Context: an optimization exercise on an open-source flow, tuned for small area, a short achievable clock period and few clock cycles per item. The choices shown serve that exercise and are no tape-out recipe. The RTL was checked by simulation tests, not by an equivalence proof against the original design. Power is estimated from default activity; no workload was simulated.

## CORDIC_sin_cos
module CORDIC_sin_cos (clock, rst, strobe_in, angle, strobe_out, cos, sin);
	input clock;
	input rst;
	input strobe_in;
	input [31:0] angle;
	output strobe_out;
	output [16:0] cos;
	output [16:0] sin;
	reg signed [15:0] X, Y;
	reg [29:0] W;                
	reg NEG;                     
	reg [3:0] C;                 
	reg busy, done, prev_strobe_in;
	wire start = strobe_in & ~prev_strobe_in;
	wire signed [15:0] X1 = (angle[31] ^ angle[30]) ? -16'sd19429 : 16'sd19429;
	wire signed [15:0] Y1 = angle[31] ? -16'sd19429 : 16'sd19429;
	wire [29:0] Z1 = {~angle[29], angle[28:0]};
	wire pos = ~NEG;
	wire [29:0] Bn;
	CORDIC_LUT lut(C, Bn);
	wire [29:0] T;
	ZADD30 za(W, Bn ^ {30{pos}}, pos, T);
	wire signed [15:0] Xs = (X >>> 1) >>> C;
	wire signed [15:0] Ys = (Y >>> 1) >>> C;
	wire [15:0] Xn, Yn;
	ADD16 ax(X, Ys ^ {16{pos}}, pos, Xn);
	ADD16 ay(Y, Xs ^ {16{NEG}}, NEG, Yn);
	always @(posedge clock) begin
		prev_strobe_in <= strobe_in;
		if (rst) begin
			prev_strobe_in <= 1'b0;
			busy <= 1'b0;
			done <= 1'b0;
		end else begin
			done <= busy & (C == 4'd15);
			if (start)
				busy <= 1'b1;
			else if (C == 4'd15)
				busy <= 1'b0;
		end
	end
	always @(posedge clock) begin
		if (start) begin
			C <= 4'd0;
			X <= X1;
			Y <= Y1;
			W <= Z1;
			NEG <= ~angle[29];
		end else begin
			C <= C + 4'd1;
			X <= Xn;
			Y <= Yn;
			W <= {T[28:0], 1'b0};
			NEG <= T[29];
		end
	end
	assign cos = {X[15], X};
	assign sin = {Y[15], Y};
	assign strobe_out = done;
endmodule
clock: 6.5 ns
lec_check: 0
abc_area: 1
cap_margin: 20
core_margin: 2
core_utilization: 40
setup_slack_margin: 3.6
slew_margin: 20
standard.sh (not shown) runs the stock make flow with config.mk's settings and CLKGATE_MAP_FILE= SYNTH_SCRIPT=/design/flow/synth_recipe.tcl, a recipe that flattens the netlist after the stock synthesis.
==> flow/flow/run.sh <==
#!/bin/bash
# Layout flow: the standard flow (standard.sh) with two changes.
#  - ADDER_MAP_FILE is empty, so synthesis maps no full/half-adder cells and ABC
#    maps the adders to plain gates, which are faster than the library's fa/ha cells.
#  - buffer_ports puts a buf_1 on each port instead of the delay buffer it picks
#    by default.
# The synthesis is otherwise the standard one, so the registers are the same.
set -euo pipefail
export ADDER_MAP_FILE=
export BUFFER_PORTS_ARGS="-buffer_cell sky130_fd_sc_hd__buf_1"
bash standard.sh > standard.log 2>&1
Testbench counts at the start, summed over its fixed seeds: cycles 34,824, items 2,048.
Rerun with:
--- a/flow/config.mk
+++ b/flow/config.mk
@@ -10,4 +10,4 @@
 export CORE_MARGIN = 2
 export CORE_UTILIZATION = 40
-export SETUP_SLACK_MARGIN = 3.6
+export SETUP_SLACK_MARGIN = 3.4
 export SLEW_MARGIN = 20
Final area falls by 6.6%.
Area after synthesis is unchanged.
Via count came out lower by 1.6%.
Routed wire length fell by about 5.4%.
Die area does not change.
Maximum frequency falls by 3.3%.
Worst setup slack is worse by 0.093 ns.
Cell count goes down by 1.2%.
Core utilization fell by 3.2 points.
Synthesized cell count stays the same.
Rerun with:
--- a/flow/config.mk
+++ b/flow/config.mk
@@ -10,4 +10,4 @@
 export CORE_MARGIN = 2
 export CORE_UTILIZATION = 40
-export SETUP_SLACK_MARGIN = 3.4
+export SETUP_SLACK_MARGIN = 3.75
 export SLEW_MARGIN = 20
Effect: The new run completed with no timing, DRC or antenna violations; total power rose by 14%; flip-flop and latch count is unchanged; global-route usage grows by 0.67 points; die area is unchanged; setup slack improves by 0.17 ns.
Rerun with:
--- a/flow/config.mk
+++ b/flow/config.mk
@@ -10,4 +10,6 @@
 export CORE_MARGIN = 2
 export CORE_UTILIZATION = 40
-export SETUP_SLACK_MARGIN = 3.75
+export CTS_BUF_LIST = sky130_fd_sc_hd__clkbuf_8
+export GPL_TIMING_DRIVEN = 0
+export SETUP_SLACK_MARGIN = 3.3
 export SLEW_MARGIN = 20
Power goes down by 14%.
Sequential cell count is unchanged.
Sequential power is lower by 4.3%.
Cell area came out lower by about 15%.
Fmax falls by 6.7%.

==> re-timing with driven ports <==
In the flow no input, the clock included, has a driving cell. The finished layouts below were timed again as built, in two steps. Step 1 (the two cells are an assumption about what drives the block):
set clk [get_ports {clock}]
set_driving_cell -lib_cell sky130_fd_sc_hd__clkbuf_16 $clk
set_driving_cell -lib_cell sky130_fd_sc_hd__buf_2 [delete_from_list [all_inputs] $clk]
Step 2 times the ports against the registers' clock, not the clock port: input delays grow and output delays shrink by t, the midpoint of the rising clock arrivals with the driver on. Three values: ideal ports, drivers, drivers and shift; two values: the first two.
run	t (ns)	slack for setup (ns)	latest minus earliest clock arrival (ns)	worst register clock-pin slew, ns	cell pins on the clock port's net
the first run	0.393	3.771 / 3.794 / 3.401	0.008 / 0.009	0.07 / 0.07	1
the second run	0.392	3.679 / 3.679 / 3.331	0.007 / 0.008	0.07 / 0.07	1
the third run	0.393	3.849 / 3.849 / 3.567	0.009 / 0.008	0.07 / 0.07	1
the fourth run	0.419	3.659 / 3.659 / 3.450	0.012 / 0.012	0.09 / 0.09	1
After both steps every run listed still meets setup and hold. The setup slack of the first run, which loses most, moves by +0.023 ns with the drivers and by -0.370 ns with both steps.
